What follows belongs to an exercise in optimizing a design on an open flow for small area, a short achievable clock period and few clock cycles per item; a production flow would make more cautious choices.
At most, simulation tests tie the RTL to the original design; equivalence was not proved.
For runs 1 and 2, only the layout was checked, not whether the RTL still works.
Power is estimated from default activity; no workload was simulated.

==> flow/design.v <==
package mem_types;
    localparam NUM_SETS = 32;
    localparam NUM_ISETS= 32;
    typedef struct packed {  
        logic [(31-($clog2(NUM_SETS)+5)):00] tag;
        logic [($clog2(NUM_SETS)-1):00] set_addr;
        logic [04:00] offset;
        logic   [31:0]  ufp_addr;
        logic   [3:0]   ufp_rmask;
        logic   [3:0]   ufp_wmask;
        logic   [31:0]  ufp_wdata;
    } cache_t;
    typedef struct packed {  
        logic [(31-($clog2(NUM_ISETS)+5)):00] tag;
        logic [($clog2(NUM_ISETS)-1):00] set_addr;
        logic [04:00] offset;
        logic   [31:0]  ufp_addr;
        logic   [3:0]   ufp_rmask;
        logic   [3:0]   ufp_wmask;
        logic   [31:0]  ufp_wdata;
    } icache_t;
endpackage : mem_types
package rv32i_types;
    localparam NUM_ARCH_REG = 32;
    localparam NUM_ROB_ENTRIES = 8;
    localparam NUM_PHYS_REG = NUM_ROB_ENTRIES+ 32;
    localparam PHYS_REG_IDX = $clog2(NUM_PHYS_REG) - 1;
    localparam ARCH_REG_IDX = $clog2(NUM_ARCH_REG) - 1;
    localparam NUM_RS_ENTRIES = 2;
    localparam ST_Q_ENTRIES = 2;  
    localparam LD_RS_ENTRIES = 2;  
    localparam BRANCH_PRED_M = 1;
    localparam NUM_ORDER = 10;
    typedef struct packed {
        logic valid;
        logic [63:0] order;
        logic [31:0] inst;
        logic [ARCH_REG_IDX:0] rs1_addr, rs2_addr, rd_addr;
        logic [31:0] rs1_rdata, rs2_rdata, rd_wdata;
        logic [31:0] pc_rdata;
        logic [31:0] pc_wdata;
        logic [31:0] mem_addr;
        logic [3:0] mem_rmask;
        logic [3:0] mem_wmask;
        logic [31:0] mem_rdata;
        logic [31:0] mem_wdata;
    } rvfi_t;
    typedef struct packed {
        logic [ARCH_REG_IDX:0] rd;
        logic [PHYS_REG_IDX:0] pd;
        logic valid;
        logic [$clog2(NUM_ROB_ENTRIES)-1:0] rob_entry_idx;
        logic [31:0] rs1_value, rs2_value, value;
        logic [6:0]  opcode;
        logic [31:0] pc;
        logic [31:0] calculated_pc_next;
        logic [31:0] mem_addr;
        logic [3:0]  mem_rmask;
        logic [3:0]  mem_wmask;
        logic [31:0]  mem_rdata;
        logic [31:0]  mem_wdata;
    } cdb_entry_t; 
    typedef struct packed {
        logic   [31:0]  inst;  
        logic   [31:0]  pc;
        logic   [31:0]  pc_next;  
        logic           valid;  
        logic   [PHYS_REG_IDX:0]   ps1_s, ps2_s, pd_s;
        logic   [ARCH_REG_IDX:0]  rd_s, rs1_s, rs2_s;
        logic   ps1_valid, ps2_valid;
        logic   [2:0]   funct3;
        logic   [6:0]   funct7;
        logic   [6:0]   opcode;
        logic   [31:0]  imm;
        logic   [63:0]  order;
        logic   [BRANCH_PRED_M - 1:0]   br_hist;
        logic           regf_we;
    } decode_rename_to_dispatch_t;  
    typedef struct packed {
        logic [PHYS_REG_IDX:0] pd;
        logic [ARCH_REG_IDX:0] rs1, rs2, rd;
        logic           write_en;  
    } decode_rename_to_RAT_t;  
    typedef struct packed {
        logic [PHYS_REG_IDX:0] ps1, ps2;
        logic ps1_valid, ps2_valid;
    } RAT_to_decode_rename_t;  
    typedef struct packed {
        logic [ARCH_REG_IDX:0] rd;
        logic [PHYS_REG_IDX:0] pd;
        logic [31:0] pc;
        logic [31:0] pc_next;
        logic [63:0] order;
        logic [6:0] opcode;
        logic [31:0] calculated_pc_next;
        logic   [BRANCH_PRED_M - 1:0]   br_hist;
    } dispatch_to_ROB_only_data_t;  
    typedef struct packed {
        dispatch_to_ROB_only_data_t dispatch_to_ROB_only_data;  
        rvfi_t rvfi;
        logic enqueue_rob;
    } dispatch_to_ROB_t;
    typedef struct packed {
        logic commit;
        dispatch_to_ROB_only_data_t dispatch_data;
        rvfi_t rvfi;
    } ROB_entry_t;
    typedef struct packed {
        logic [($clog2(NUM_ROB_ENTRIES)-1):0] rob_entry_idx;
        logic is_rob_full;
    } ROB_to_dispatch_t;  
    typedef struct packed {
        ROB_entry_t rob_entry;
        logic is_rob_empty;
    } ROB_to_RRF_t;
    typedef struct packed {
        logic dequeue;
    } RRF_to_ROB_t;
    typedef struct packed {
        logic ps1_valid, ps2_valid;
        logic [PHYS_REG_IDX:0] ps1, ps2, pd;
        logic [ARCH_REG_IDX:0] rd;
        logic [2:0] funct3;
        logic [6:0] funct7;
        logic [6:0] opcode;
        logic [31:0] imm;
        logic [$clog2(NUM_ROB_ENTRIES)-1:0] rob_entry_idx;
        logic [31:0] pc;
        logic valid;
    } dispatch_to_rs_t;
    typedef struct packed {
        logic ps1_valid, ps2_valid;
        logic [PHYS_REG_IDX:0] ps1, ps2, pd;
        logic [ARCH_REG_IDX:0] rd;
        logic [2:0] funct3;
        logic [6:0] opcode;
        logic [31:0] imm;
        logic [$clog2(NUM_ROB_ENTRIES)-1:0] rob_entry_idx;
        logic [31:0] pc;
        logic valid;
    } dispatch_to_lsq_t;
    typedef struct packed {
        logic ps1_valid, ps2_valid;
        logic [PHYS_REG_IDX:0] ps1, ps2, pd;
        logic [ARCH_REG_IDX:0] rd;
        logic [2:0] funct3;
        logic [6:0] funct7;
        logic [6:0] opcode;
        logic [31:0] imm;
        logic [$clog2(NUM_ROB_ENTRIES)-1:0] rob_entry_idx;
        logic [31:0] pc;
        logic valid;
    } rs_to_alu_t;
       typedef struct packed {
        logic ps1_valid, ps2_valid;
        logic [PHYS_REG_IDX:0] ps1, ps2, pd;
        logic [ARCH_REG_IDX:0] rd;
        logic [2:0] funct3;
        logic [6:0] funct7;
        logic [6:0] opcode;
        logic [31:0] imm;
        logic [$clog2(NUM_ROB_ENTRIES)-1:0] rob_entry_idx;
        logic [31:0] pc;
        logic valid;
    } rs_to_br_t;
    typedef struct packed {
        logic ps1_valid, ps2_valid;
        logic [PHYS_REG_IDX:0] ps1, ps2, pd;
        logic [ARCH_REG_IDX:0] rd;
        logic [2:0] funct3;
        logic [6:0] funct7;
        logic [6:0] opcode;
        logic [31:0] imm;
        logic [$clog2(NUM_ROB_ENTRIES)-1:0] rob_entry_idx;
        logic [31:0] pc;
        logic valid;
    } rs_to_mult_t;
    typedef struct packed {
        logic ps1_valid, ps2_valid;
        logic [PHYS_REG_IDX:0] ps1, ps2, pd;
        logic [ARCH_REG_IDX:0] rd;
        logic [2:0] funct3;
        logic [6:0] funct7;
        logic [6:0] opcode;
        logic [31:0] imm;
        logic [$clog2(NUM_ROB_ENTRIES)-1:0] rob_entry_idx;
        logic [31:0] pc;
        logic valid;
    } rs_to_div_t;
    typedef struct packed {
        logic [PHYS_REG_IDX:0] pd;
        logic [ARCH_REG_IDX:0] rd;
        logic [2:0] funct3;
        logic [6:0] opcode;
        logic [$clog2(NUM_ROB_ENTRIES)-1:0] rob_entry_idx;
        logic [31:0] pc;
        logic valid;
    } mult_pipe_t;
    typedef struct packed {
        rs_to_alu_t data;
        logic [NUM_ORDER:0] order;
    } ALU_RS_entry_t;
    typedef struct packed {
        rs_to_alu_t data;
        logic [NUM_ORDER:0] order;
    } MUL_RS_entry_t;
    typedef struct packed {
        rs_to_br_t data;
        logic [NUM_ORDER:0] order;
    } BR_RS_entry_t;
    typedef struct packed {
        dispatch_to_lsq_t data;
        logic valid;
    } lsq_entry_t;
    typedef struct packed {
       logic   [31:0]  inst;
       logic   [31:0]  pc;
       logic   [31:0]  pc_next;
       logic   [63:0]  order;
       logic           valid;  
    } fetch_to_queue;  
    typedef enum logic [6:0] {
        op_b_lui       = 7'b0110111,  
        op_b_auipc     = 7'b0010111,  
        op_b_jal       = 7'b1101111,  
        op_b_jalr      = 7'b1100111,  
        op_b_br        = 7'b1100011,  
        op_b_load      = 7'b0000011,  
        op_b_store     = 7'b0100011,  
        op_b_imm       = 7'b0010011,  
        op_b_reg       = 7'b0110011   
    } rv32i_opcode;
    typedef enum logic [6:0] {
        base           = 7'b0000000,
        variant        = 7'b0100000,
        mult           = 7'b0000001
    } funct7_t;
    typedef enum logic [2:0] {
        arith_f3_add   = 3'b000,  
        arith_f3_sll   = 3'b001,
        arith_f3_slt   = 3'b010,
        arith_f3_sltu  = 3'b011,
        arith_f3_xor   = 3'b100,
        arith_f3_sr    = 3'b101,  
        arith_f3_or    = 3'b110,
        arith_f3_and   = 3'b111
    } arith_f3_t;
    typedef enum logic [2:0] {
        load_f3_lb     = 3'b000,
        load_f3_lh     = 3'b001,
        load_f3_lw     = 3'b010,
        load_f3_lbu    = 3'b100,
        load_f3_lhu    = 3'b101
    } load_f3_t;
    typedef enum logic [2:0] {
        store_f3_sb    = 3'b000,
        store_f3_sh    = 3'b001,
        store_f3_sw    = 3'b010
    } store_f3_t;
    typedef enum logic [2:0] { 
        branch_f3_beq  = 3'b000,
        branch_f3_bne  = 3'b001,
        branch_f3_blt  = 3'b100,
        branch_f3_bge  = 3'b101,
        branch_f3_bltu = 3'b110,
        branch_f3_bgeu = 3'b111
    } branch_f3_t;
    typedef enum logic [2:0] {
        alu_op_add     = 3'b000,
        alu_op_sll     = 3'b001,
        alu_op_sra     = 3'b010,
        alu_op_sub     = 3'b011,
        alu_op_xor     = 3'b100,
        alu_op_srl     = 3'b101,
        alu_op_or      = 3'b110,
        alu_op_and     = 3'b111
    } alu_ops;
    typedef enum logic [2:0] {
        mul_op_mul      = 3'b000,
        mul_op_mulh     = 3'b001,
        mul_op_mulhsu   = 3'b010,
        mul_op_mulhu    = 3'b011,
        mul_op_div      = 3'b100,
        mul_op_divu     = 3'b101,
        mul_op_rem      = 3'b110,
        mul_op_remu     = 3'b111
    } mul_ops;
    typedef union packed {
        logic [31:0] word;
        struct packed {
            logic [11:0] i_imm;
            logic [4:0]  rs1;
            logic [2:0]  funct3;
            logic [4:0]  rd;
            rv32i_opcode opcode;
        } i_type;
        struct packed {
            logic [6:0]  funct7;
            logic [4:0]  rs2;
            logic [4:0]  rs1;
            logic [2:0]  funct3;
            logic [4:0]  rd;
            rv32i_opcode opcode;
        } r_type;
        struct packed {
            logic [11:5] imm_s_top;
            logic [4:0]  rs2;
            logic [4:0]  rs1;
            logic [2:0]  funct3;
            logic [4:0]  imm_s_bot;
            rv32i_opcode opcode;
        } s_type;
        struct packed {
            logic [11:5] imm_s_top;
            logic [4:0]  rs2;
            logic [4:0]  rs1;
            logic [2:0]  funct3;
            logic [4:0]  imm_s_bot;
            rv32i_opcode opcode;
        } b_type;
        struct packed {
            logic [31:12] imm;
            logic [4:0]   rd;
            rv32i_opcode  opcode;
        } j_type;
    } instr_t;
endpackage : rv32i_types
module div_unit
(
    input  logic        clk,
    input  logic        rst,
    input  logic        issue,           
    input  logic [2:0]  funct3,          
    input  logic [6:0]  opcode,
    input  logic [4:0]  rd,
    input  logic [5:0]  pd,
    input  logic [2:0]  rob_idx,
    input  logic [31:0] pc,
    input  logic [31:0] ps1_value,
    input  logic [31:0] ps2_value,
    output logic        ready,           
    input  logic        cdb_dequeue,     
    output logic        res_valid,
    output logic [4:0]  res_rd,
    output logic [5:0]  res_pd,
    output logic [2:0]  res_rob_idx,
    output logic [31:0] res_value,
    output logic [31:0] res_rs1_value,
    output logic [31:0] res_rs2_value,
    output logic [31:0] res_pc,
    output logic [31:0] res_pc_next,
    output logic [6:0]  res_opcode
);
function automatic logic [5:0] bitlen(input logic [31:0] x);
    bitlen = 6'd0;
    for (int i = 0; i < 32; i++)
        if (x[i]) bitlen = i + 1;
endfunction
function automatic logic [31:0] or_down(input logic [31:0] x);
    or_down = x;
    or_down = or_down | (or_down >> 1);
    or_down = or_down | (or_down >> 2);
    or_down = or_down | (or_down >> 4);
    or_down = or_down | (or_down >> 8);
    or_down = or_down | (or_down >> 16);
endfunction
function automatic logic [31:0] or_up(input logic [31:0] x);
    or_up = x << 1;
    or_up = or_up | (or_up << 1);
    or_up = or_up | (or_up << 2);
    or_up = or_up | (or_up << 4);
    or_up = or_up | (or_up << 8);
    or_up = or_up | (or_up << 16);
endfunction
logic s_idle, s_setup, s_iter, s_done;
logic [31:0] a_r, nb_r, pc_r;  
logic [6:0]  opcode_r;
logic [4:0]  rd_r;
logic [5:0]  pd_r;
logic [2:0]  rob_r;
logic        rem_r;       
logic        sa_r, sb_r;  
logic        quick_r;     
logic [5:0]  lb_r;        
logic [5:0]  n_r;         
logic [31:0] r_r;         
logic [31:0] q_r;         
logic        sgn_i, sa_i, sb_i, dbz_i, quick_i;
logic [31:0] ma_i, mb_i, pa_i;
assign sgn_i = ~funct3[0];
assign sa_i  = sgn_i & ps1_value[31];
assign sb_i  = sgn_i & ps2_value[31];
assign dbz_i = (ps2_value == 32'd0);
assign ma_i  = ps1_value ^ {32{sa_i}};
assign mb_i  = ps2_value ^ {32{sb_i}};
assign pa_i  = or_down(ma_i);
assign quick_i = dbz_i | (|(mb_i & ~(sa_i ? {pa_i[30:0], 1'b1} : pa_i)));
logic [31:0] fx_in, fx_out;
logic        fx_neg;
assign fx_in  = s_setup ? a_r : (rem_r ? r_r : q_r);
assign fx_neg = s_setup ? sa_r : (~quick_r & (rem_r ? sa_r : (sa_r ^ sb_r)));
assign fx_out = fx_in ^ ({32{fx_neg}} & or_up(fx_in));
logic [5:0]  n_diff, n_set;
assign n_diff = n_r - lb_r + 6'd1;
assign n_set  = n_diff[5] ? 6'd32 : {n_diff[5:1] + {4'd0, n_diff[0]}, 1'b0};
logic [31:0] rot1, rot2, rot3, rot, lowmask;
assign rot1    = n_set[1] ? {fx_out[1:0], fx_out[31:2]} : fx_out;
assign rot2    = n_set[2] ? {rot1[3:0],   rot1[31:4]}   : rot1;
assign rot3    = n_set[3] ? {rot2[7:0],   rot2[31:8]}   : rot2;
assign rot     = n_set[4] ? {rot3[15:0],  rot3[31:16]}  : rot3;
assign lowmask = 32'hffffffff >> n_set;
logic [34:0] r4, nb1, nb2, d1, d2, d3, cs_s, cs_c;
logic        c_b;
logic [1:0]  qdig;
logic [31:0] r_next;
assign c_b  = ~sb_r;
assign r4   = {1'b0, r_r, q_r[31:30]};
assign nb1  = {3'b111, nb_r};
assign nb2  = {nb1[33:0], c_b};
assign d1   = r4 + nb1 + {34'd0, c_b};
assign d2   = r4 + nb2 + {34'd0, c_b};
assign cs_s = r4 ^ nb1 ^ nb2;
assign cs_c = {((r4[33:0] & nb1[33:0]) | (r4[33:0] & nb2[33:0]) | (nb1[33:0] & nb2[33:0])), c_b};
assign d3   = cs_s + cs_c + {34'd0, c_b};
always_comb begin
    if (!d3[34])      begin qdig = 2'd3; r_next = d3[31:0]; end
    else if (!d2[34]) begin qdig = 2'd2; r_next = d2[31:0]; end
    else if (!d1[34]) begin qdig = 2'd1; r_next = d1[31:0]; end
    else              begin qdig = 2'd0; r_next = r4[31:0]; end
end
assign ready     = s_idle | (s_done & cdb_dequeue);
assign res_valid = s_done;
always_ff @(posedge clk) begin
    if (rst) begin
        s_idle  <= 1'b1;
        s_setup <= 1'b0;
        s_iter  <= 1'b0;
        s_done  <= 1'b0;
    end else begin
        s_setup <= issue & ~quick_i;
        s_iter  <= s_setup | (s_iter & (n_r != 6'd2));
        s_done  <= (issue & quick_i) | (s_iter & (n_r == 6'd2)) | (s_done & ~cdb_dequeue);
        s_idle  <= (s_idle & ~issue) | (s_done & cdb_dequeue & ~issue);
    end
end
always_ff @(posedge clk) begin
    if (issue) begin
        a_r      <= ps1_value;
        nb_r     <= ps2_value ^ {32{~sb_i}};
        pc_r     <= pc;
        opcode_r <= opcode;
        rd_r     <= rd;
        pd_r     <= pd;
        rob_r    <= rob_idx;
        rem_r    <= funct3[1];
        sa_r     <= sa_i;
        sb_r     <= sb_i;
        quick_r  <= quick_i;
        lb_r     <= bitlen(mb_i);
        n_r      <= bitlen(ma_i) + {5'd0, sa_i};
    end else if (s_setup) begin
        n_r      <= n_set;
    end else if (s_iter) begin
        n_r      <= n_r - 6'd2;
    end
end
always_ff @(posedge clk) begin
    if (issue) begin
        r_r <= ps1_value;
        q_r <= {32{dbz_i}};
    end else if (s_setup) begin
        r_r <= rot & lowmask;
        q_r <= rot & ~lowmask;
    end else if (s_iter) begin
        r_r <= r_next;
        q_r <= {q_r[29:0], qdig};
    end
end
logic [31:0] pc_carry;
assign pc_carry = {~or_up(~{pc_r[31:2], 2'b11})};
assign res_rd        = rd_r;
assign res_pd        = pd_r;
assign res_rob_idx   = rob_r;
assign res_value     = fx_out;
assign res_rs1_value = a_r;
assign res_rs2_value = nb_r ^ {32{~sb_r}};
assign res_pc        = pc_r;
assign res_pc_next   = {pc_r[31:2] ^ pc_carry[31:2], pc_r[1:0]};
assign res_opcode    = opcode_r;
endmodule
==> flow/flow/run.sh <==
#!/bin/bash
export BUFFER_PORTS_ARGS="-buffer_cell sky130_fd_sc_hd__buf_1"
bash standard.sh > standard.log 2>&1
==> flow/standard.sh <==
#!/bin/bash
# synth_recipe.tcl (not shown) runs the flow's synth.tcl, then flattens the netlist and writes it again
# the make line also repeats each setting of config.mk as NAME=value (left out here)
make -C /OpenROAD-flow-scripts/flow DESIGN_CONFIG=/design/flow/config.mk WORK_HOME=/design/flow/orfs CLKGATE_MAP_FILE= SYNTH_SCRIPT=/design/flow/synth_recipe.tcl "${@:-finish}"
==> flow/config.mk <==
export PLATFORM = sky130hd
export DESIGN_NAME = div_unit
export DESIGN_NICKNAME = div_unit
export VERILOG_FILES = /design/flow/design.v
export SDC_FILE = /design/flow/constraint.sdc
export NUM_CORES = 4
export LEC_CHECK = 0
export ABC_AREA = 1
export CAP_MARGIN = 20
export CORE_MARGIN = 2
export CORE_UTILIZATION = 50
export PLACE_DENSITY = 0.65
export SETUP_SLACK_MARGIN = 1.0
export SLEW_MARGIN = 20
==> flow/constraint.sdc <==
create_clock -name core_clock -period 5.5 [get_ports {clk}]
set_input_delay 1.1000 -clock core_clock [delete_from_list [all_inputs] [get_ports {clk}]]
set_output_delay 1.1000 -clock core_clock [all_outputs]
set_load 0.01 [all_outputs]
==> results by group, run 1 <==
Clocking
  – CTS Sinks: about 200
  – Post-CTS Hold Fix Bufs: 0
  – CTS HTree Levels: 1
  – Root buffer cell: clkbuf_16
  – CTS Buf Count: 26
  – Clock latency (worst-skew pair): about 580 ps
  – Maximum root-to-sink buffer count: 3
  – TritonCTS clock tree: yes
  – Clk slew on worst S/H paths: 60 ps

Logic synthesis
  – Synth Instances: roughly 2600
  – Prevailing post-synth register cell: edfxtp_1
  – Share of the synthesized area in the top cell type: between 20% and 30%
  – Net count after synthesis: slightly below 3000
  – Post-synth ARST share: 0%
  – Distinct cells, synth: 63
  – Post-synthesis average cell area: 7.58 um^2
  – Post-synthesis sequential area ratio: 30.2%
  – #FFs+latches synth: ~200
  – Cell Area, Synth: about 20000 um^2
  – Post-synth top area cell: edfxtp_1
  – Post-synthesis simple-gate area fraction: 25.0%
  – Main combinational cell family by area after synthesis: simple AND/OR/NAND/NOR gates
  – Post-synthesis xor/xnor area fraction: between 10% and 20%
  – Ranking of synthesized cells by area: edfxtp_1 (30%), nand2_1 (11%), ha_1 (7.4%)
  – Synth Area in Compound Gates: approximately 16%
  – Post-Synth Adder-Cell Area: between 10% and 20%
  – Syn. warnings: 1
  – Mux contribution to synthesized area: less than 1%
  – Post-synth EDFFs: approximately 200

Floorplanning
  – # rows: a little over 70
  – DIE AREA: approximately 41000 um^2
  – IO Pins: 307
  – Initial Util: ~51%
  – Core area: just under 40000 um^2
  – Chip width: 203 um
  – Die height: just over 200 um

Power and ir drop
  – LEAKAGE: 9.85 nW
  – Switch share: between 50% and 60%
  – Gate power share: between 60% and 70%
  – P_sw: roughly 7.5 mW
  – Sequential share of power: 17.9%
  – VDD IR max: 0.000323 V
  – Clock share of power: between 10% and 20%
  – Pwr per Cell Area: just under 600 nW/um^2
  – Int Power: 6.35 mW

Global route
  – Global-route wire length before repair: approximately 110000 um
  – Vias in the first global route: about 19000
  – Largest net degree at the start of global routing: 71
  – Grt ovf: 0
  – Initial antenna violation count: 0
  – Global-route usage over all layers: a little over a third

Worst setup path
  – Crit-path leading delay family: buffers and inverters
  – FF-to-FF path depth: 23
  – Critical path type: flop to output port
  – CP bufs+invs: 6
  – Crit-path max FO: 13
  – Highest cell delay on the worst timing path: 460 ps
  – Crit path depth: 15
  – Worst r2r src: rem_r
  – Startpoint types: flop
  – Crit. Startpoint: rem_r
  – Slack of the worst reg-to-reg path: 1120 ps
  – Setup crit end kind: output port
  – R2r endpoint: r_r[4]
  – Crit path DAT: 3580 ps
  – Worst path required time: 4400 ps
  – Critical-path cell list: buf_6 > buf_12 > buf_4 > bufbuf_16 > nand2_1 > nand3_1 > o21ai_1 > nand2_1 > nor2_1 > inv_1 > o21ai_2 > o21ai_2 > a211oi_2 > xor2_2 > buf_2
  – Slowest cell on crit path: edfxtp_1
  – CP endpoint: res_value[31]

Layout
  – Fillcell total: between 3000 and 4000
  – Antenna Cells: 0
  – Final nets: roughly 3200
  – Area grow syn2layout: 17.6%
  – Layout cells sized above 1: about a tenth
  – Cell area after layout: 23300 um^2
  – Finished Layout Cells: roughly 3500

Detailed routing
  – Iteration-0 DRC Markers: 2070
  – Routed WL: a little under 80000 um
  – Final ANT Viol Nets: 0
  – First-pass iteration count of the detailed router: 7
  – Vias/cell: roughly 5.9
  – Avg WL per Cell: 22.1 um
  – DRC viols: 0
  – Via Count: roughly 20000

STA
  – Slew HR: approximately 28%
  – Final worst slack: a little over 800 ps
  – Fin. Hold Viols: 0
  – Worst Tran Pin Value: 1080 ps
  – Setup Viol. Count Final: 0
  – Final worst-path cycle share: between 80 and 90%
  – Setup TNS Final: 0 ps
  – Crit path time final: approximately 4700 ps
  – Unrepaired setup endpoints after global routing: true
  – Fin Hold WS: about 470 ps
  – Setup Skew: 36.9 ps
  – Slew Limit Fails: 0
  – FMAX: about 210 MHz

Place
  – Area after DPL: 21600 um^2
  – Dpl ws: 631 ps
  – Placed cells: 3390
  – Final GP Congestion: around 0.99
  – DPL Wire Length: about 61000 um
  – I/O Buffers: between 300 and 400

Outcome
  – Status: no timing/DRC/antenna violations

Job
  – Max_cap viols: 0

Min path
  – Worst Hold Class: flop to flop
## sequential cells by signal, summed over array words and instances (netlist names), 3 cells and up
| name | flops |
|---|---|
| a_r | 32 |
| lb_r | 6 |
| n_r | 6 |
| nb_r | 32 |
| opcode_r | 7 |
| pc_r | 32 |
| pd_r | 6 |
| q_r | 32 |
| r_r | 32 |
| rd_r | 5 |
| rob_r | 3 |
## worst reg2reg max path: stages (launching register included)
cell	delay [ps]
edfxtp_1	460
buf_12	180
or2_1	220
o211ai_1	160
o21ai_2	120
inv_2	60
nand2_1	40
nor2_1	100
nand4_1	160
or2_4	290
nor2_4	180
nand2_4	100
buf_4	150
buf_4	140
o21ai_1	140
xnor2_1	240
buf_4	180
o21ai_0	90
nand2_1	80
o21ai_0	150
o21ai_0	500
nand2_1	160
nand3_1	150
nand3_1	80
## power by group through the flow
stage	Combinational, mW	Clock [mW]	Sequential (mW)
3_5_place_dp	9.09	0	2.50
2_1_floorplan	6.53	0	2.31
5_1_grt	10.6	1.76	2.50
6_report	9.68	1.71	2.48
3_3_place_gp	8.99	0	2.50
4_1_cts	9.27	1.71	2.48
## final cells by class
cell class	count	area (um^2)	share of cell area (%)
well taps	518	648	2.78
repair buffers	399	2010	8.61
multi-input cells	2086	12900	55.3
clock buffers	29	683	2.93
inverters	239	922	3.95
clock inverters	19	155	0.664
repair inverters	1	8.76	0.0375
flip-flops and latches	201	6000	25.7
## worst min path at each step
stage | from | to | slack, ps | cells after the start
6_report | s_iter | s_iter | 470 | 2
3_3_place_gp | s_iter | s_iter | 450 | 2
3_5_place_dp | s_iter | s_iter | 460 | 2
5_1_grt | s_iter | s_iter | 500 | 2
2_1_floorplan | s_iter | s_iter | 430 | 2
4_1_cts | s_iter | s_iter | 470 | 2
## cell usage in the layout (no fill, tap or decap), drive strengths merged, types with 6 or more instances in the layout
master,synthesis,final
or2,21,21
nor2,182,182
o21a,10,10
o2111ai,8,8
o21ai,186,186
nor4,16,16
mux2i,9,9
inv,236,241
a21oi,206,206
clkinv,3,16
buf,36,392
ha,117,117
fa,37,37
xnor2,99,99
xor2,135,135
nand4,39,39
o31ai,10,10
o211ai,76,76
a211oi,6,6
edfxtp,197,197
nand3,254,254
clkbuf,57,35
nand2,603,604
a31oi,17,17
nor3,20,20
## timing repair
item / CTS / global route
endpoints found under the hold margin: 0 / 0
pin swaps: 13 / 20
setup buffers: 22 / 28
resized for setup: 47 / 73
gates cloned: 2 / 2
endpoints found under the setup margin: 25 / 43
## logic make-up after synthesis
logic type / Yosys count
AO/OA/AOI/OAI: 547
AND/OR/NAND/NOR: 1141
buffers and inverters: 332
adder cells (fa/ha/maj): 154
XOR/XNOR: 234
multiplexers: 9
flip-flops: 201
## cells in the mapped netlist (4+ instances only)
master,count
nand2_1,594
nand3_1,244
inv_1,229
a21oi_1,206
edfxtp_1,197
nor2_1,176
o21ai_0,159
xor2_1,131
ha_1,117
xnor2_1,98
o211ai_1,75
clkbuf_1,57
nand4_1,39
fa_1,37
buf_2,23
o21ai_1,23
a31oi_1,17
nor3_1,17
nor4_1,16
or2_2,16
nand3_2,10
o21a_1,10
mux2i_1,9
nand2_2,8
o2111ai_1,8
o31ai_1,8
inv_2,7
a211oi_1,5
buf_1,5
buf_4,5
nor2_2,5
a21o_1,4
dfxtp_1,4
o21ai_2,4
o21bai_1,4
o221ai_1,4
xor2_2,4
## per-stage QoR
| step | util, % | power [mW] |
|---|---|---|
| 2_1_floorplan | - | 8.84 |
| 3_5_place_dp | 55.5 | 11.6 |
| 6_report | 60.0 | 13.9 |
| 3_3_place_gp | 55.5 | 11.5 |
| 4_1_cts | 58.7 | 13.5 |
| 5_1_grt | 60.0 | 14.9 |
## metal layers
metal	wire length, um	GRT usage [%]	vias to the layer above
met2	34300	56.2	1088
li1	-	-	9692
met4	3860	17.2	2
met5	122	2.14	-
met1	31100	46.7	9585
met3	7820	8.47	208
==> inputs of run 2 (changes only) <==
--- a/flow/design.v
+++ b/flow/design.v
@@ -380,7 +380,7 @@
 logic [2:0]  rob_r;
 logic        rem_r;       
 logic        sa_r, sb_r;  
-logic        quick_r;     
+logic        sel_a, sel_r, sel_q, neg_r;  
 logic [5:0]  lb_r;        
 logic [5:0]  n_r;         
 logic [31:0] r_r;         
@@ -395,16 +395,17 @@
 assign mb_i  = ps2_value ^ {32{sb_i}};
 assign pa_i  = or_down(ma_i);
 assign quick_i = dbz_i | (|(mb_i & ~(sa_i ? {pa_i[30:0], 1'b1} : pa_i)));
-logic [31:0] fx_in, fx_out;
-logic        fx_neg;
-assign fx_in  = s_setup ? a_r : (rem_r ? r_r : q_r);
-assign fx_neg = s_setup ? sa_r : (~quick_r & (rem_r ? sa_r : (sa_r ^ sb_r)));
-assign fx_out = fx_in ^ ({32{fx_neg}} & or_up(fx_in));
+logic [31:0] fx_out;
+div_signfix fix (
+    .a(a_r), .r(r_r), .q(q_r),
+    .sel_a(sel_a), .sel_r(sel_r), .sel_q(sel_q), .neg(neg_r),
+    .y(fx_out)
+);
 logic [5:0]  n_diff, n_set;
 assign n_diff = n_r - lb_r + 6'd1;
 assign n_set  = n_diff[5] ? 6'd32 : {n_diff[5:1] + {4'd0, n_diff[0]}, 1'b0};
 logic [31:0] rot1, rot2, rot3, rot, lowmask;
-assign rot1    = n_set[1] ? {fx_out[1:0], fx_out[31:2]} : fx_out;
+assign rot1    = n_set[1] ? {q_r[1:0], q_r[31:2]} : q_r;
 assign rot2    = n_set[2] ? {rot1[3:0],   rot1[31:4]}   : rot1;
 assign rot3    = n_set[3] ? {rot2[7:0],   rot2[31:8]}   : rot2;
 assign rot     = n_set[4] ? {rot3[15:0],  rot3[31:16]}  : rot3;
@@ -455,19 +456,24 @@
         rem_r    <= funct3[1];
         sa_r     <= sa_i;
         sb_r     <= sb_i;
-        quick_r  <= quick_i;
+        sel_a    <= quick_i & funct3[1];
+        sel_r    <= 1'b0;
+        sel_q    <= quick_i & ~funct3[1] & dbz_i;
+        neg_r    <= 1'b0;
         lb_r     <= bitlen(mb_i);
         n_r      <= bitlen(ma_i) + {5'd0, sa_i};
     end else if (s_setup) begin
         n_r      <= n_set;
+        sel_r    <= rem_r;
+        sel_q    <= ~rem_r;
+        neg_r    <= rem_r ? sa_r : (sa_r ^ sb_r);
     end else if (s_iter) begin
         n_r      <= n_r - 6'd2;
     end
 end
 always_ff @(posedge clk) begin
     if (issue) begin
-        r_r <= ps1_value;
-        q_r <= {32{dbz_i}};
+        q_r <= dbz_i ? 32'hffffffff : (ps1_value ^ ({32{sa_i}} & or_up(ps1_value)));
     end else if (s_setup) begin
         r_r <= rot & lowmask;
         q_r <= rot & ~lowmask;
@@ -488,3 +494,26 @@
 assign res_pc_next   = {pc_r[31:2] ^ pc_carry[31:2], pc_r[1:0]};
 assign res_opcode    = opcode_r;
 endmodule
+module div_signfix
+(
+    input  logic [31:0] a,
+    input  logic [31:0] r,
+    input  logic [31:0] q,
+    input  logic        sel_a,
+    input  logic        sel_r,
+    input  logic        sel_q,
+    input  logic        neg,
+    output logic [31:0] y
+);
+logic [31:0] x, lo;
+assign x = ({32{sel_a}} & a) | ({32{sel_r}} & r) | ({32{sel_q}} & q);
+always_comb begin
+    lo = x << 1;
+    lo = lo | (lo << 1);
+    lo = lo | (lo << 2);
+    lo = lo | (lo << 4);
+    lo = lo | (lo << 8);
+    lo = lo | (lo << 16);
+end
+assign y = x ^ ({32{neg}} & lo);
+endmodule
--- a/flow/config.mk
+++ b/flow/config.mk
@@ -8,7 +8,8 @@
 export ABC_AREA = 1
 export CAP_MARGIN = 20
 export CORE_MARGIN = 2
-export CORE_UTILIZATION = 50
-export PLACE_DENSITY = 0.65
+export CORE_UTILIZATION = 40
+export PLACE_DENSITY = 0.6
 export SETUP_SLACK_MARGIN = 1.0
 export SLEW_MARGIN = 20
+export SYNTH_HIERARCHICAL = 1
==> results by group, run 2 <==
STA
  – FMAX: roughly 220 MHz
  – Setup TNS Final: 0 ps
  – Slew HR: a little over a quarter
  – Fin Hold WS: 477 ps
  – Final worst-path cycle share: 82.2%
  – Crit path time final: ~4500 ps
  – Worst Tran Pin Value: 1110 ps
  – Setup Skew: 13.5 ps
  – Final worst slack: just under 1000 ps
  – Setup Viol. Count Final: 0
  – Slew Limit Fails: 0
  – Unrepaired setup endpoints after global routing: true
  – Fin. Hold Viols: 0

Floorplanning
  – IO Pins: 307
  – # rows: 83
  – Chip width: between 200 and 250 um
  – DIE AREA: between 50000 and 60000 um^2
  – Initial Util: about two fifths
  – Die height: 232 um
  – Core area: between 50000 and 60000 um^2

Detailed routing
  – DRC viols: 0
  – Routed WL: about 80000 um
  – Met3 WL: approximately 5000 um
  – First-pass iteration count of the detailed router: 6
  – Iteration-0 DRC Markers: about 2000
  – Metal1 wirelength: roughly 34000 um
  – Vias/cell: 5.53
  – Avg WL per Cell: between 20 and 25 um
  – Final ANT Viol Nets: 0
  – Uppermost layer routed: met4
  – Met2 WL post-DR: roughly 38000 um
  – Via Count: 20700

Global route
  – Largest net degree at the start of global routing: 139
  – Vias in the first global route: approximately 20000
  – Initial antenna violation count: 0
  – Global-route wire length before repair: around 120000 um
  – Global-route usage over all layers: between 20 and 30%
  – Grt ovf: 0

Power and ir drop
  – Switch share: 48.0%
  – Gate power share: approximately 56%
  – Int Power: around 4.6 mW
  – Tot Pwr: slightly below 9 mW
  – Clock share of power: about a fifth
  – LEAKAGE: 9.83 nW
  – VDD IR max: 0.000256 V
  – Sequential share of power: between 20% and 30%
  – Pwr per Cell Area: 369 nW/um^2
  – P_sw: between 4 and 5 mW

Outcome
  – Status: no timing/DRC/antenna violations

Logic synthesis
  – Post-synthesis sequential area ratio: 29.2%
  – Post-synthesis average cell area: about 7.6 um^2
  – Synth top cells by count: nand2_1 (671), inv_1 (255), o21ai_0 (232), nor2_1 (215), edfxtp_1 (198)
  – Post-synth EDFFs: 198
  – Most frequent cell after synthesis: nand2_1
  – Ranking of synthesized cells by area: edfxtp_1 (29%), nand2_1 (12%), ha_1 (7.1%)
  – Prevailing post-synth register cell: edfxtp_1
  – Cell Area, Synth: 20700 um^2
  – Distinct cells, synth: 61
  – Syn. warnings: 8
  – #FFs+latches synth: around 200
  – Share of the synthesized area in the top cell type: roughly 29%
  – Synth Instances: approximately 2700
  – Post-synth ARST share: 0%
  – Post-synth top area cell: edfxtp_1
  – Net count after synthesis: between 3000 and 4000

Layout
  – Fillcell total: around 5300
  – Commonest non-fill, non-tap cells in the layout: nand2_1 (671), buf_1 (303), inv_1 (252)
  – Fin util: a little under half
  – Finished Layout Cells: roughly 3700
  – Commonest non-fill, non-tap cell in the layout: nand2_1
  – Layout cells sized above 1: 6.93%
  – Cell area after layout: about 24000 um^2
  – Area grow syn2layout: 14.8%
  – Final nets: between 3000 and 4000

Worst setup path
  – Setup crit end kind: flop
  – Crit path DAT: around 4800 ps
  – Startpoint types: flop
  – Highest cell delay on the worst timing path: 550 ps
  – Critical path type: flop to flop
  – Worst path required time: slightly below 6000 ps
  – Crit-path max FO: 17
  – Slowest cell on crit path: o21ai_0
  – Critical-path cell list: inv_1 > ha_1 > inv_1 > ha_1 > fa_1 > nand2_1 > nand2_1 > a21oi_1 > xnor2_1 > inv_1 > nor2_4 > buf_4 > mux2i_1 > mux2i_1 > o21ai_0 > nor2_1 > nand3_1 > o211ai_1
  – Cell mode on critical path: inv_1

Place
  – Area after DPL: ~23000 um^2
  – Final GP Congestion: around 1
  – I/O Buffers: ~310
  – Placed cells: about 3700
  – Dpl ws: 653 ps
  – DPL Wire Length: approximately 65000 um

Clocking
  – Clk slew on worst S/H paths: around 60 ps
  – CTS Sinks: around 200
  – CTS HTree Levels: 1
  – CTS Buf Count: 26
  – Clock latency (worst-skew pair): 560 ps
  – TritonCTS clock tree: yes
  – Root buffer cell: clkbuf_16
  – Maximum root-to-sink buffer count: 3

Min path
  – Worst Hold Class: flop to flop

Job
  – Max_cap viols: 0
-- run 2: cell types whose count changed in the layout (fill, tap and decap cells not counted), moves of 15 or more --
cell / delta
a21oi_1: -36
buf_4: -24
inv_1: +24
mux2i_1: +69
nand2_1: +84
nand3_1: -135
nand4_1: -21
nor2_1: +41
o211ai_1: -26
o21ai_0: +64
o221ai_1: +15
o31ai_1: +18
-- run 2: layer usage --
| metal | GRT usage [%] | vias up |
|---|---|---|
| met1 | 39.0 | 9727 |
| li1 | - | 9973 |
| met2 | 48.4 | 827 |
| met5 | 0 | - |
| met4 | 10.4 | 0 |
| met3 | 2.47 | 148 |
-- run 2: power by group through the flow --
stage	combinational [mW]	clock [mW]	sequential [mW]
floorplan	3.11	0	2.07
global placement	4.66	0	2.15
detailed placement	4.68	0	2.15
CTS	4.71	1.80	2.12
global route	5.30	1.87	2.12
finish	4.88	1.78	2.12
-- run 2: cells by family (layout without fill, tap and decap cells) --
family,count (synthesis),in the layout,synth area share [%]
adders and majority gates,155,155,10.7
other,0,1,0
xor gates and xnor gates,233,233,10.1
muxes,79,79,3.81
buffers and inverters,362,682,6.98
DFF,204,204,29.2
and+or+nand+nor,1128,1129,23.2
AOI/OAI and AO/OA,577,577,16.1
-- run 2: worst paths after layout --
path	startpoint	endpoint	slack [ps]	depth (start not counted)
setup / recovery	n_r[1]	q_r[5]	980	18
hold reg to reg	neg_r	neg_r	480	2
setup reg to reg	n_r[1]	q_r[5]	980	18
hold / removal	neg_r	neg_r	480	2
-- run 2: final cells by class --
| type | count | area, um^2 | share of cell area [%] |
|---|---|---|---|
| antenna | 1 | 2.50 | 0.0105 |
| clock buffer | 27 | 676 | 2.84 |
| clock inverter | 18 | 206 | 0.867 |
| inverter | 273 | 1030 | 4.33 |
| multi-input combinational | 2173 | 13400 | 56.1 |
| sequential | 204 | 6070 | 25.5 |
| tap | 680 | 851 | 3.57 |
| timing repair buffer | 364 | 1620 | 6.79 |
-- run 2: what timing repair did --
action                                  4_1_cts  5_1_grt
hold buffers                                  0        0
endpoints found under the setup margin        1       41
buffers inserted                              1       21
pin swaps                                     0        4
gates cloned                                  0        1
resized for setup                             1       44
-- run 2: critical path: cells and delay by family (launching register included) --
kind / cells / cell delay, ps
buffers and inverters: 4 / 690
adders and majority gates: 3 / 970
xor gates and xnor gates: 1 / 250
and+or+nand+nor: 5 / 690
AOI/OAI and AO/OA: 3 / 830
DFF: 1 / 320
muxes: 2 / 480
-- run 2: per-module statistics from Yosys (local to each module, per instance) --
module,cells inside,cell area [um^2],times used
div_unit,2375,19100,1
div_signfix,363,1660,1
==> inputs of run 3 (changes only) <==
--- a/flow/design.v
+++ b/flow/design.v
@@ -373,60 +373,68 @@
     or_up = or_up | (or_up << 16);
 endfunction
 logic s_idle, s_setup, s_iter, s_done;
-logic [31:0] a_r, nb_r, pc_r;  
+logic [31:0] a_r, b_r, pc_r;
 logic [6:0]  opcode_r;
 logic [4:0]  rd_r;
 logic [5:0]  pd_r;
 logic [2:0]  rob_r;
 logic        rem_r;       
+logic        pow2_r;      
 logic        sa_r, sb_r;  
 logic        sel_a, sel_r, sel_q, neg_r;  
 logic [5:0]  lb_r;        
 logic [5:0]  n_r;         
 logic [31:0] r_r;         
 logic [31:0] q_r;         
-logic        sgn_i, sa_i, sb_i, dbz_i, quick_i;
-logic [31:0] ma_i, mb_i, pa_i;
+logic        sgn_i, sa_i, sb_i, dbz_i, one_i, pow2_i, quick_i;
+logic [31:0] ma_i, mb_i, pa_i, lob_i;
 assign sgn_i = ~funct3[0];
 assign sa_i  = sgn_i & ps1_value[31];
 assign sb_i  = sgn_i & ps2_value[31];
 assign dbz_i = (ps2_value == 32'd0);
+assign one_i = (ps2_value == 32'd1) | (sgn_i & (ps2_value == 32'hffffffff));
+assign lob_i  = or_up(ps2_value);
+assign pow2_i = ~|((ps2_value ^ {32{sb_i}}) & lob_i);
 assign ma_i  = ps1_value ^ {32{sa_i}};
 assign mb_i  = ps2_value ^ {32{sb_i}};
 assign pa_i  = or_down(ma_i);
-assign quick_i = dbz_i | (|(mb_i & ~(sa_i ? {pa_i[30:0], 1'b1} : pa_i)));
+assign quick_i = dbz_i | one_i | (|(mb_i & ~(sa_i ? {pa_i[30:0], 1'b1} : pa_i)));
 logic [31:0] fx_out;
 div_signfix fix (
     .a(a_r), .r(r_r), .q(q_r),
     .sel_a(sel_a), .sel_r(sel_r), .sel_q(sel_q), .neg(neg_r),
     .y(fx_out)
 );
-logic [5:0]  n_diff, n_set;
+logic [5:0]  n_diff, n_set, k, n_rot, n_mask;
 assign n_diff = n_r - lb_r + 6'd1;
 assign n_set  = n_diff[5] ? 6'd32 : {n_diff[5:1] + {4'd0, n_diff[0]}, 1'b0};
-logic [31:0] rot1, rot2, rot3, rot, lowmask;
-assign rot1    = n_set[1] ? {q_r[1:0], q_r[31:2]} : q_r;
-assign rot2    = n_set[2] ? {rot1[3:0],   rot1[31:4]}   : rot1;
-assign rot3    = n_set[3] ? {rot2[7:0],   rot2[31:8]}   : rot2;
-assign rot     = n_set[4] ? {rot3[15:0],  rot3[31:16]}  : rot3;
-assign lowmask = 32'hffffffff >> n_set;
-logic [34:0] r4, nb1, nb2, d1, d2, d3, cs_s, cs_c;
+assign k      = sb_r ? lb_r : lb_r - 6'd1;
+assign n_rot  = pow2_r ? (rem_r ? 6'd0 : k) : n_set;
+assign n_mask = pow2_r ? (rem_r ? 6'd32 - k : k) : n_set;
+logic [31:0] rot0, rot1, rot2, rot3, rot, lowmask;
+assign rot0    = n_rot[0] ? {fx_out[0], fx_out[31:1]} : fx_out;
+assign rot1    = n_rot[1] ? {rot0[1:0], rot0[31:2]} : rot0;
+assign rot2    = n_rot[2] ? {rot1[3:0],   rot1[31:4]}   : rot1;
+assign rot3    = n_rot[3] ? {rot2[7:0],   rot2[31:8]}   : rot2;
+assign rot     = n_rot[4] ? {rot3[15:0],  rot3[31:16]}  : rot3;
+assign lowmask = 32'hffffffff >> n_mask;
+logic [35:0] r4, nb1, nb2, d1, d2, d3, cs_s, cs_c;
 logic        c_b;
 logic [1:0]  qdig;
 logic [31:0] r_next;
 assign c_b  = ~sb_r;
-assign r4   = {1'b0, r_r, q_r[31:30]};
-assign nb1  = {3'b111, nb_r};
-assign nb2  = {nb1[33:0], c_b};
-assign d1   = r4 + nb1 + {34'd0, c_b};
-assign d2   = r4 + nb2 + {34'd0, c_b};
+assign r4   = {2'b00, r_r, q_r[31:30]};
+assign nb1  = {4'b1111, b_r ^ {32{c_b}}};
+assign nb2  = {nb1[34:0], c_b};
+assign d1   = r4 + nb1 + {35'd0, c_b};
+assign d2   = r4 + nb2 + {35'd0, c_b};
 assign cs_s = r4 ^ nb1 ^ nb2;
-assign cs_c = {((r4[33:0] & nb1[33:0]) | (r4[33:0] & nb2[33:0]) | (nb1[33:0] & nb2[33:0])), c_b};
-assign d3   = cs_s + cs_c + {34'd0, c_b};
+assign cs_c = {((r4[34:0] & nb1[34:0]) | (r4[34:0] & nb2[34:0]) | (nb1[34:0] & nb2[34:0])), c_b};
+assign d3   = cs_s + cs_c + {35'd0, c_b};
 always_comb begin
-    if (!d3[34])      begin qdig = 2'd3; r_next = d3[31:0]; end
-    else if (!d2[34]) begin qdig = 2'd2; r_next = d2[31:0]; end
-    else if (!d1[34]) begin qdig = 2'd1; r_next = d1[31:0]; end
+    if (!d3[35])      begin qdig = 2'd3; r_next = d3[31:0]; end
+    else if (!d2[35]) begin qdig = 2'd2; r_next = d2[31:0]; end
+    else if (!d1[35]) begin qdig = 2'd1; r_next = d1[31:0]; end
     else              begin qdig = 2'd0; r_next = r4[31:0]; end
 end
 assign ready     = s_idle | (s_done & cdb_dequeue);
@@ -439,33 +447,36 @@
         s_done  <= 1'b0;
     end else begin
         s_setup <= issue & ~quick_i;
-        s_iter  <= s_setup | (s_iter & (n_r != 6'd2));
-        s_done  <= (issue & quick_i) | (s_iter & (n_r == 6'd2)) | (s_done & ~cdb_dequeue);
+        s_iter  <= (s_setup & ~pow2_r) | (s_iter & (n_r != 6'd2));
+        s_done  <= (issue & quick_i) | (s_setup & pow2_r) | (s_iter & (n_r == 6'd2)) |
+                   (s_done & ~cdb_dequeue);
         s_idle  <= (s_idle & ~issue) | (s_done & cdb_dequeue & ~issue);
     end
 end
 always_ff @(posedge clk) begin
     if (issue) begin
         a_r      <= ps1_value;
-        nb_r     <= ps2_value ^ {32{~sb_i}};
+        b_r      <= ps2_value;
         pc_r     <= pc;
         opcode_r <= opcode;
         rd_r     <= rd;
         pd_r     <= pd;
         rob_r    <= rob_idx;
         rem_r    <= funct3[1];
+        pow2_r   <= pow2_i;
         sa_r     <= sa_i;
         sb_r     <= sb_i;
-        sel_a    <= quick_i & funct3[1];
+        sel_a    <= ~quick_i | (funct3[1] ^ one_i);
         sel_r    <= 1'b0;
-        sel_q    <= quick_i & ~funct3[1] & dbz_i;
-        neg_r    <= 1'b0;
+        sel_q    <= quick_i & ~funct3[1] & ~one_i;
+        neg_r    <= ~quick_i ? sa_i : (one_i & ~funct3[1] & sb_i);
         lb_r     <= bitlen(mb_i);
         n_r      <= bitlen(ma_i) + {5'd0, sa_i};
     end else if (s_setup) begin
         n_r      <= n_set;
-        sel_r    <= rem_r;
-        sel_q    <= ~rem_r;
+        sel_a    <= 1'b0;
+        sel_r    <= rem_r | pow2_r;
+        sel_q    <= ~rem_r & ~pow2_r;
         neg_r    <= rem_r ? sa_r : (sa_r ^ sb_r);
     end else if (s_iter) begin
         n_r      <= n_r - 6'd2;
@@ -473,7 +484,7 @@
 end
 always_ff @(posedge clk) begin
     if (issue) begin
-        q_r <= dbz_i ? 32'hffffffff : (ps1_value ^ ({32{sa_i}} & or_up(ps1_value)));
+        q_r <= {32{dbz_i}};
     end else if (s_setup) begin
         r_r <= rot & lowmask;
         q_r <= rot & ~lowmask;
@@ -489,7 +500,7 @@
 assign res_rob_idx   = rob_r;
 assign res_value     = fx_out;
 assign res_rs1_value = a_r;
-assign res_rs2_value = nb_r ^ {32{~sb_r}};
+assign res_rs2_value = b_r;
 assign res_pc        = pc_r;
 assign res_pc_next   = {pc_r[31:2] ^ pc_carry[31:2], pc_r[1:0]};
 assign res_opcode    = opcode_r;
--- a/flow/config.mk
+++ b/flow/config.mk
@@ -8,8 +8,7 @@
 export ABC_AREA = 1
 export CAP_MARGIN = 20
 export CORE_MARGIN = 2
-export CORE_UTILIZATION = 40
-export PLACE_DENSITY = 0.6
+export CORE_UTILIZATION = 60
+export PLACE_DENSITY = 0.75
 export SETUP_SLACK_MARGIN = 1.0
 export SLEW_MARGIN = 20
-export SYNTH_HIERARCHICAL = 1
==> results by group, run 3 <==
Worst setup path
  – Critical path type: flop to output port
  – Highest cell delay on the worst timing path: 510 ps
  – Startpoint types: flop
  – Slowest cell on crit path: edfxtp_1
  – Setup crit end kind: output port
  – Critical-path cell list: nand2_1 > nand2_2 > a21oi_4 > nand2_2 > nor2_2 > nand2_1 > nor2_2 > inv_2 > nor2_4 > nand2_2 > inv_2 > nand3_2 > inv_2 > nand2_4 > nor2_4 > nand3b_4 > o21ai_4 > o21ai_2 > nand4_1 > nand2_1 > buf_2
  – Worst r2r src: sb_r
  – FF-to-FF path depth: 25
  – Worst path required time: about 4400 ps
  – Crit-path leading delay family: simple AND/OR/NAND/NOR gates
  – Crit path depth: 21
  – CP bufs+invs: 4
  – Crit path DAT: around 3400 ps
  – Crit-path max FO: 7
  – Slack of the worst reg-to-reg path: 1060 ps
  – R2r endpoint: r_r[17]

Detailed routing
  – First-pass iteration count of the detailed router: 6
  – Final ANT Viol Nets: 0
  – Vias/cell: 6.35
  – Via Count: between 20000 and 25000
  – Avg WL per Cell: between 20 and 25 um
  – Routed WL: ~80000 um
  – Iteration-0 DRC Markers: ~2800
  – DRC viols: 0

Floorplanning
  – Chip width: 189 um
  – Die height: 189 um
  – Initial Util: between 60 and 70%
  – Core area: approximately 34000 um^2
  – # rows: between 60 and 70
  – DIE AREA: between 30000 and 40000 um^2
  – IO Pins: approximately 300

Logic synthesis
  – Syn. warnings: 2
  – Post-synth ARST share: 0%
  – Post-synthesis average cell area: 7.33 um^2
  – Ranking of synthesized cells by area: edfxtp_1 (29%), nand2_1 (12%), nand3_1 (7.4%)
  – Post-synth EDFFs: 200
  – Synth Instances: 2804
  – Cell Area, Synth: 20500 um^2
  – Share of the synthesized area in the top cell type: between 20 and 30%
  – Synth top cells by count: nand2_1 (677), nand3_1 (305), inv_1 (223), a21oi_1 (208), nor2_1 (204)
  – #FFs+latches synth: between 200 and 250
  – Post-synthesis sequential area ratio: 29.7%
  – Distinct cells, synth: just over 60
  – Most frequent cell after synthesis: nand2_1
  – Prevailing post-synth register cell: edfxtp_1
  – Post-synth top area cell: edfxtp_1
  – Net count after synthesis: 3079

Layout
  – Commonest non-fill, non-tap cells in the layout: nand2_1 (666), nand3_1 (302), buf_1 (300)
  – Area grow syn2layout: 17.9%
  – Commonest non-fill, non-tap cell in the layout: nand2_1
  – Final nets: roughly 3400
  – Layout cells sized above 1: ~8.8%
  – Fin util: slightly above 70%

STA
  – Setup Skew: between 30 and 40 ps
  – Fin. Hold Viols: 0
  – Unrepaired setup endpoints after global routing: true
  – Slew HR: between 20% and 30%
  – Worst Tran Pin Value: between 1000 and 1500 ps
  – Crit path time final: 4510 ps
  – Setup Viol. Count Final: 0
  – Final worst-path cycle share: 81.9%
  – Final worst slack: 993 ps
  – Slew Limit Fails: 0
  – FMAX: around 220 MHz
  – Setup TNS Final: 0 ps

Place
  – Dpl ws: slightly below 500 ps
  – I/O Buffers: 305
  – Final GP Congestion: around 1.0
  – DPL Wire Length: a little over 60000 um

Min path
  – Worst Hold Class: flop to flop
  – Hold path start: s_iter
  – Hold Path Stages: 2
  – Hold Path End: s_iter

Global route
  – Global-route usage over all layers: 42.1%
  – Global-route wire length before repair: between 100000 and 150000 um
  – Largest net degree at the start of global routing: 71
  – Grt ovf: 0
  – Initial antenna violation count: 3
  – Vias in the first global route: between 20000 and 25000

Clocking
  – Root buffer cell: clkbuf_16
  – TritonCTS clock tree: yes
  – Clk slew on worst S/H paths: ~60 ps
  – CTS HTree Levels: 1
  – Clock latency (worst-skew pair): 550 ps
  – CTS Buf Count: 25
  – CTS Sinks: between 200 and 250
  – Maximum root-to-sink buffer count: 3
  – Post-CTS Hold Fix Bufs: 0

Power and ir drop
  – VDD IR max: 0.000297 V
  – Pwr per Cell Area: between 300 and 400 nW/um^2
  – LEAKAGE: between 10 and 15 nW
  – Tot Pwr: a little under 9 mW

Job
  – Max_cap viols: 0

Outcome
  – Status: no timing/DRC/antenna violations
## run 3: cell count changes in the layout (fill, tap and decap cells not counted), moves of 31 or more
cell / before / now
nand3_1: 106 / 302
mux2i_1: 78 / 4
o21ai_0: 213 / 155
buf_4: 56 / 93
a21oi_1: 166 / 200
inv_1: 252 / 221
## run 3: routing by layer
metal / vias up / global-route usage [%] / share of wire [%]
li1: 10400 / - / -
met1: 10600 / 52.1 / 36
met2: 1565 / 70.2 / 47
met3: 356 / 7.64 / 11
met4: 4 / 22.1 / 6.2
met5: - / 0 / 0.030
## run 3: power by group
group / total, mW / switching (mW) / internal (mW)
logic: 4.93 / 3.23 / 1.70
registers: 2.03 / 0.122 / 1.91
clock network: 1.71 / 0.716 / 0.999
## run 3: worst min-delay path, cell delays in order, from the launching register on
cell and delay [ps]:
dfxtp_1 310, nand2_1 60, a21oi_1 70
## run 3: area by class of cell
cell class	count	area, um^2
Fill cell	2619	9390
Clock buffer	32	662
Multi-Input combinational cell	2269	13800
Sequential cell	205	6110
Timing Repair Buffer	410	2060
Inverter	234	882
Clock inverter	13	161
Antenna cell	1	2.50
Timing Repair inverter	1	5.00
Tap cell	448	561
## run 3: stage by stage
stage | cells | cell area [um^2] | hold slack, ps
after floorplan | 2804 | 20500 | 435
after CTS | 3570 | 23400 | 497
after global placement | 3519 | 22300 | 448
after global routing | 3613 | 24200 | 525
final | 3613 | 24200 | 497
after detailed placement | 3519 | 22300 | 488
## run 3: what timing repair did
item | CTS | global route
gates resized for setup | 40 | 99
buffers inserted | 6 | 38
endpoints found under the hold margin | 0 | 0
setup endpoints to repair | 63 | 76
gates cloned | 0 | 4
pin swaps | 2 | 30
## run 3: how the worst max path moves through the flow
| stage | to | slack (ps) | start |
|---|---|---|---|
| after detailed placement | r_r[26] | 480 | sb_r |
| after floorplan | r_r[30] | 1070 | sb_r |
| after global placement | r_r[26] | 610 | sb_r |
| final | res_value[29] | 990 | sel_a |
| after global routing | res_value[29] | 830 | sel_a |
| after CTS | r_r[26] | 900 | sb_r |
## run 3: cell families after synthesis
group / count (synthesis) / synth area share [%]
muxes: 4 / 0.195
adders and majority gates: 151 / 10.5
and+or+nand+nor: 1322 / 27.7
AOI/OAI and AO/OA: 554 / 15.3
xor gates and xnor gates: 238 / 10.3
DFF: 205 / 29.7
buffers and inverters: 330 / 6.36
Testbench counts of run 3, summed over its fixed seeds: cycles 14,719, ops 3,200.
==> inputs of run 4 (changes only) <==
--- a/flow/config.mk
+++ b/flow/config.mk
@@ -8,7 +8,7 @@
 export ABC_AREA = 1
 export CAP_MARGIN = 20
 export CORE_MARGIN = 2
-export CORE_UTILIZATION = 60
-export PLACE_DENSITY = 0.75
+export CORE_UTILIZATION = 50
+export PLACE_DENSITY = 0.65
 export SETUP_SLACK_MARGIN = 1.0
 export SLEW_MARGIN = 20
==> results by group, run 4 <==
Detailed routing
  – Vias/cell: 5.93
  – First-pass iteration count of the detailed router: 6
  – Final ANT Viol Nets: 0
  – Routed WL: 81500 um
  – Iteration-0 DRC Markers: between 2000 and 2500
  – Avg WL per Cell: around 22 um
  – Via Count: 22100
  – DRC viols: 0

Global route
  – Vias in the first global route: roughly 20000
  – Global-route wire length before repair: 117000 um
  – Initial antenna violation count: 2
  – Largest net degree at the start of global routing: 77
  – Global-route usage over all layers: between 30 and 40%
  – Grt ovf: 0

Logic synthesis
  – Main combinational cell family by area after synthesis: simple AND/OR/NAND/NOR gates
  – Synth Area in Compound Gates: ~15%
  – Cell Area, Synth: a little over 20000 um^2
  – Share of the synthesized area in the top cell type: about 29%
  – Post-synthesis simple-gate area fraction: ~28%
  – Most frequent cell after synthesis: nand2_1
  – Prevailing post-synth register cell: edfxtp_1
  – Post-Synth Adder-Cell Area: 10.5%
  – Mux contribution to synthesized area: less than 1%
  – Post-synth ARST share: 0%
  – Post-synthesis xor/xnor area fraction: about a tenth
  – Syn. warnings: 2
  – Synth Instances: between 2000 and 3000
  – Post-synthesis average cell area: approximately 7.3 um^2
  – Post-synth EDFFs: 200
  – Post-synthesis sequential area ratio: approximately 30%
  – Ranking of synthesized cells by area: edfxtp_1 (29%), nand2_1 (12%), nand3_1 (7.4%)
  – #FFs+latches synth: 205
  – Synth top cells by count: nand2_1 (677), nand3_1 (305), inv_1 (223), a21oi_1 (208), nor2_1 (204)
  – Distinct cells, synth: ~60
  – Net count after synthesis: slightly above 3000
  – Post-synth top area cell: edfxtp_1

Power and ir drop
  – Pwr per Cell Area: about 350 nW/um^2
  – Tot Pwr: about 8.6 mW
  – VDD IR max: roughly 0.00033 V
  – LEAKAGE: ~10 nW

STA
  – Worst Tran Pin Value: between 1000 and 1500 ps
  – Setup Skew: roughly 16 ps
  – Crit path time final: approximately 4500 ps
  – Setup Viol. Count Final: 0
  – Slew HR: between 15 and 20%
  – Slew Limit Fails: 0
  – Fin Hold WS: 479 ps
  – Final worst-path cycle share: between 80% and 90%
  – Setup TNS Final: 0 ps
  – Unrepaired setup endpoints after global routing: true
  – Final worst slack: 1020 ps
  – FMAX: about 220 MHz
  – Fin. Hold Viols: 0

Place
  – I/O Buffers: approximately 310
  – Final GP Congestion: a little over 1
  – Dpl ws: around 560 ps
  – DPL Wire Length: 64000 um

Layout
  – Fin util: about three fifths
  – Commonest non-fill, non-tap cell in the layout: nand2_1
  – Area grow syn2layout: 20.1%
  – Commonest non-fill, non-tap cells in the layout: nand2_1 (656), nand3_1 (297), buf_1 (294)
  – Layout cells sized above 1: a little over a tenth
  – Final nets: approximately 3400

Worst setup path
  – Critical path type: flop to output port
  – Setup crit end kind: output port
  – Crit-path max FO: 5
  – Slack of the worst reg-to-reg path: 1090 ps
  – Crit path DAT: ~3400 ps
  – Worst path required time: between 4000 and 5000 ps
  – Startpoint types: flop

Clocking
  – Root buffer cell: clkbuf_16
  – CTS HTree Levels: 1
  – Clk slew on worst S/H paths: roughly 60 ps
  – Clock latency (worst-skew pair): 570 ps
  – TritonCTS clock tree: yes
  – Maximum root-to-sink buffer count: 3
  – CTS Sinks: 205
  – CTS Buf Count: 25

Floorplanning
  – Initial Util: between 50% and 60%
  – IO Pins: just over 300
  – # rows: 74
  – Chip width: approximately 210 um
  – DIE AREA: approximately 43000 um^2
  – Die height: just over 200 um
  – Core area: about 40000 um^2

Min path
  – Worst Hold Class: flop to flop

Outcome
  – Status: no timing/DRC/antenna violations

Job
  – Max_cap viols: 0
-- run 4: cell counts after synthesis --
Identical to the previous run, type by type.
-- run 4: per-stage QoR --
step	instances	cell area (um^2)
after global placement	3604	22400
after global routing	3724	24700
final	3725	24700
after floorplan	2804	20500
after detailed placement	3604	22400
after CTS	3667	23700
-- run 4: routing by layer --
| metal | vias to the layer above | share of wire, % | global-route usage [%] |
|---|---|---|---|
| met2 | 1100 | 44 | 57.4 |
| met1 | 10300 | 41 | 49.3 |
| li1 | 10400 | - | - |
| met4 | 2 | 5.5 | 17.4 |
| met3 | 219 | 8.8 | 6.19 |
| met5 | - | 0.018 | 0 |
-- run 4: power by group --
part	internal [mW]	total [mW]	switching, mW
Clock	0.894	1.60	0.711
Sequential	1.91	2.03	0.127
Combinational	1.73	4.97	3.24
-- run 4: logic make-up after synthesis --
group | count (synthesis)
AO/OA/AOI/OAI | 554
XOR/XNOR | 238
adder cells (fa/ha/maj) | 151
buffers and inverters | 330
flip-flops | 205
multiplexers | 4
AND/OR/NAND/NOR | 1322
-- run 4: worst max-delay path: stages (launching register included) --
cell      delay [ps]
edfxtp_1         490
nand2_2          160
nand3_4          140
nor2_2           150
nand2_2           60
nor2_1            80
nand2_1           90
nor2_2           140
inv_2             70
nor2_4            70
nand2_2           60
inv_2             60
nand3_2           80
inv_2             90
nand2_4           60
nor2_4           220
nand2_4          140
o31ai_4          200
xor2_1           230
inv_1             70
buf_2            140
-- run 4: final timing paths --
kind,from,endpoint,depth (start not counted)
hold / removal,s_iter,s_iter,2
setup reg to reg,lb_r[1],r_r[7],20
hold reg to reg,s_iter,s_iter,2
setup / recovery,sel_a,res_value[20],20
-- run 4: layout make-up --
class	instances	area (um^2)
clock inverter	14	121
sequential	205	6110
timing repair buffer	439	2370
multi-input combinational	2269	13900
fill	3854	16100
inverter	234	897
tap	532	666
antenna	1	2.50
clock buffer	31	648
-- run 4: timing repair --
action	4_1_cts	5_1_grt
endpoints found under the setup margin	57	76
setup buffers	17	52
pin swaps	7	49
hold buffers	0	0
cloned	1	3
gates resized for setup	69	115
==> inputs of run 5 (changes only) <==
--- a/flow/config.mk
+++ b/flow/config.mk
@@ -10,5 +10,5 @@
 export CORE_MARGIN = 2
 export CORE_UTILIZATION = 50
 export PLACE_DENSITY = 0.65
-export SETUP_SLACK_MARGIN = 1.0
+export SETUP_SLACK_MARGIN = 0.85
 export SLEW_MARGIN = 20
==> results by group, run 5 <==
Outcome
  – Status: no timing/DRC/antenna violations

Worst setup path
  – Worst path required time: about 4400 ps
  – Slack of the worst reg-to-reg path: approximately 960 ps
  – Startpoint types: flop
  – Crit path DAT: roughly 3400 ps
  – FF-to-FF path depth: 17
  – Setup crit end kind: output port

Min path
  – Hold Path Stages: 2
  – Hold Path End: s_iter
  – Hold path start: s_iter
  – Worst Hold Class: flop to flop

Global route
  – Grt met2 use: ~58%
  – Met3 Resource Use GR: under 10%
  – Global-route wire length before repair: around 120000 um
  – Global-route usage over all layers: a little over a third
  – Most Crowded Layer GR: met2
  – Initial antenna violation count: 1
  – Grt ovf: 0
  – Vias in the first global route: ~20000
  – Largest net degree at the start of global routing: 69

Logic synthesis
  – Main combinational cell family by area after synthesis: simple AND/OR/NAND/NOR gates
  – Post-synthesis xor/xnor area fraction: between 10% and 20%
  – Post-Synth Adder-Cell Area: a little over a tenth
  – Net count after synthesis: 3079
  – Synth Instances: 2804
  – Post-synthesis average cell area: 7.33 um^2
  – Most frequent cell after synthesis: nand2_1
  – Post-synth top area cell: edfxtp_1
  – Post-synth ARST share: 0%
  – Synth top cells by count: nand2_1 (677), nand3_1 (305), inv_1 (223), a21oi_1 (208), nor2_1 (204)
  – Synth Area in Compound Gates: 15.3%
  – Ranking of synthesized cells by area: edfxtp_1 (29%), nand2_1 (12%), nand3_1 (7.4%)
  – Mux contribution to synthesized area: less than 1%
  – #FFs+latches synth: ~200
  – Post-synthesis sequential area ratio: 29.7%
  – Share of the synthesized area in the top cell type: 29.2%

Floorplanning
  – Chip width: a little over 200 um
  – DIE AREA: around 43000 um^2
  – # rows: between 70 and 80
  – Die height: 207 um
  – IO Pins: 307

Place
  – I/O Buffers: between 300 and 400
  – Final GP Congestion: about 1

STA
  – Crit path time final: around 4500 ps
  – Setup Skew: roughly 33 ps
  – Slew Limit Fails: 0
  – Slew HR: 28.4%
  – Fin. Hold Viols: 0
  – Fin Hold WS: approximately 470 ps

Job
  – Max_cap viols: 0

Clocking
  – CTS Buf Count: 25
  – CTS Sinks: roughly 200
  – TritonCTS clock tree: yes
  – Post-CTS Hold Fix Bufs: 0
  – Clk slew on worst S/H paths: roughly 60 ps
  – CTS HTree Levels: 1
  – Root buffer cell: clkbuf_16

Power and ir drop
  – LEAKAGE: 10.0 nW
  – Pwr per Cell Area: about 360 nW/um^2
  – VDD IR max: around 0.00032 V

Layout
  – Area grow syn2layout: 16.9%
  – Final nets: 3398
  – Layout cells sized above 1: under 10%

Detailed routing
  – Routed WL: 80400 um
  – First-pass iteration count of the detailed router: 6
  – DRC viols: 0
  – Final ANT Viol Nets: 0
  – Avg WL per Cell: 21.9 um
  – Vias/cell: between 5 and 6
  – Iteration-0 DRC Markers: ~2400
  – Via Count: 21900
==> run 5: cell counts after synthesis <==
Identical to the previous run, type by type.
==> run 5: cells by family after synthesis <==
| group | count (synthesis) |
|---|---|
| and+or+nand+nor | 1322 |
| AOI/OAI and AO/OA | 554 |
| buffers and inverters | 330 |
| xor gates and xnor gates | 238 |
| DFF | 205 |
| adders and majority gates | 151 |
| muxes | 4 |
==> run 5: critical path, stage by stage, from the launching register on <==
cell and delay (ps):
edfxtp_1 430, buf_4 190, buf_6 170, nand2_1 80, nand3_1 120, inv_1 80, nand2_1 70, nor2_2 150
inv_2 60, nor2_2 110, nand2_2 80, inv_2 60, nand3_2 70, inv_2 70, nand2_2 80, nor2_4 220
nand3b_4 130, o21ai_4 240, o21ai_2 100, nand4_1 160, nand2_1 70, buf_2 140
==> run 5: worst max path at each step <==
stage | startpoint | slack, ps | to | depth (start not counted)
final | sel_q | 960 | res_value[29] | 21
after detailed placement | sb_r | 560 | r_r[8] | 20
after floorplan | sb_r | 960 | r_r[30] | 25
after global placement | sb_r | 650 | r_r[30] | 24
after CTS | sb_r | 860 | r_r[30] | 28
after global routing | sb_r | 730 | r_r[30] | 24
==> run 5: metrics by stage <==
| stage | std cells | util (%) | power, mW | cell area [um^2] | worst slack [ps] |
|---|---|---|---|---|---|
| 2_1_floorplan | 2804 | - | 5.13 | 20500 | 962 |
| 3_3_place_gp | 3601 | 55.1 | 6.49 | 22400 | 655 |
| 3_5_place_dp | 3601 | 55.1 | 6.56 | 22400 | 555 |
| 4_1_cts | 3651 | 57.7 | 8.40 | 23500 | 863 |
| 5_1_grt | 3674 | 58.9 | 9.13 | 24000 | 734 |
| 6_report | 3675 | 58.9 | 8.61 | 24000 | 959 |
==> run 5: power by group <==
group	internal (mW)	switching, mW	total (mW)
clock network	1.10	0.705	1.81
registers	1.91	0.113	2.02
logic	1.57	3.21	4.78
==> run 5: cell type report <==
type | count | area, um^2 | area share (%)
Timing Repair Buffer | 388 | 1850 | 7.70
Sequential cell | 205 | 6110 | 25.4
Clock buffer | 33 | 676 | 2.81
Antenna cell | 1 | 2.50 | 0.0104
Tap cell | 532 | 666 | 2.77
Clock inverter | 13 | 210 | 0.875
Inverter | 234 | 896 | 3.73
Multi-Input combinational cell | 2269 | 13600 | 56.7
==> run 5: per-layer routing <==
metal  part of all wire (%)  vias to the layer above
met5                      0                        -
met4                    5.2                        0
met3                    8.6                      195
met2                     45                     1059
met1                     41                    10300
li1                       -                    10300
==> run 5: what timing repair did <==
item	CTS	global route
gates resized for setup	31	87
endpoints found under the setup margin	47	66
cloned	0	1
pin swaps	0	18
endpoints found under the hold margin	0	0
buffers inserted	4	22

Check on run 5: ideal ports give 0.959 ns setup slack; a clkbuf_16 on the clock port and buf_2 on the inputs give 0.901 ns; moving port delays by the midpoint clock arrival (0.611 ns) as well gives 0.827 ns.
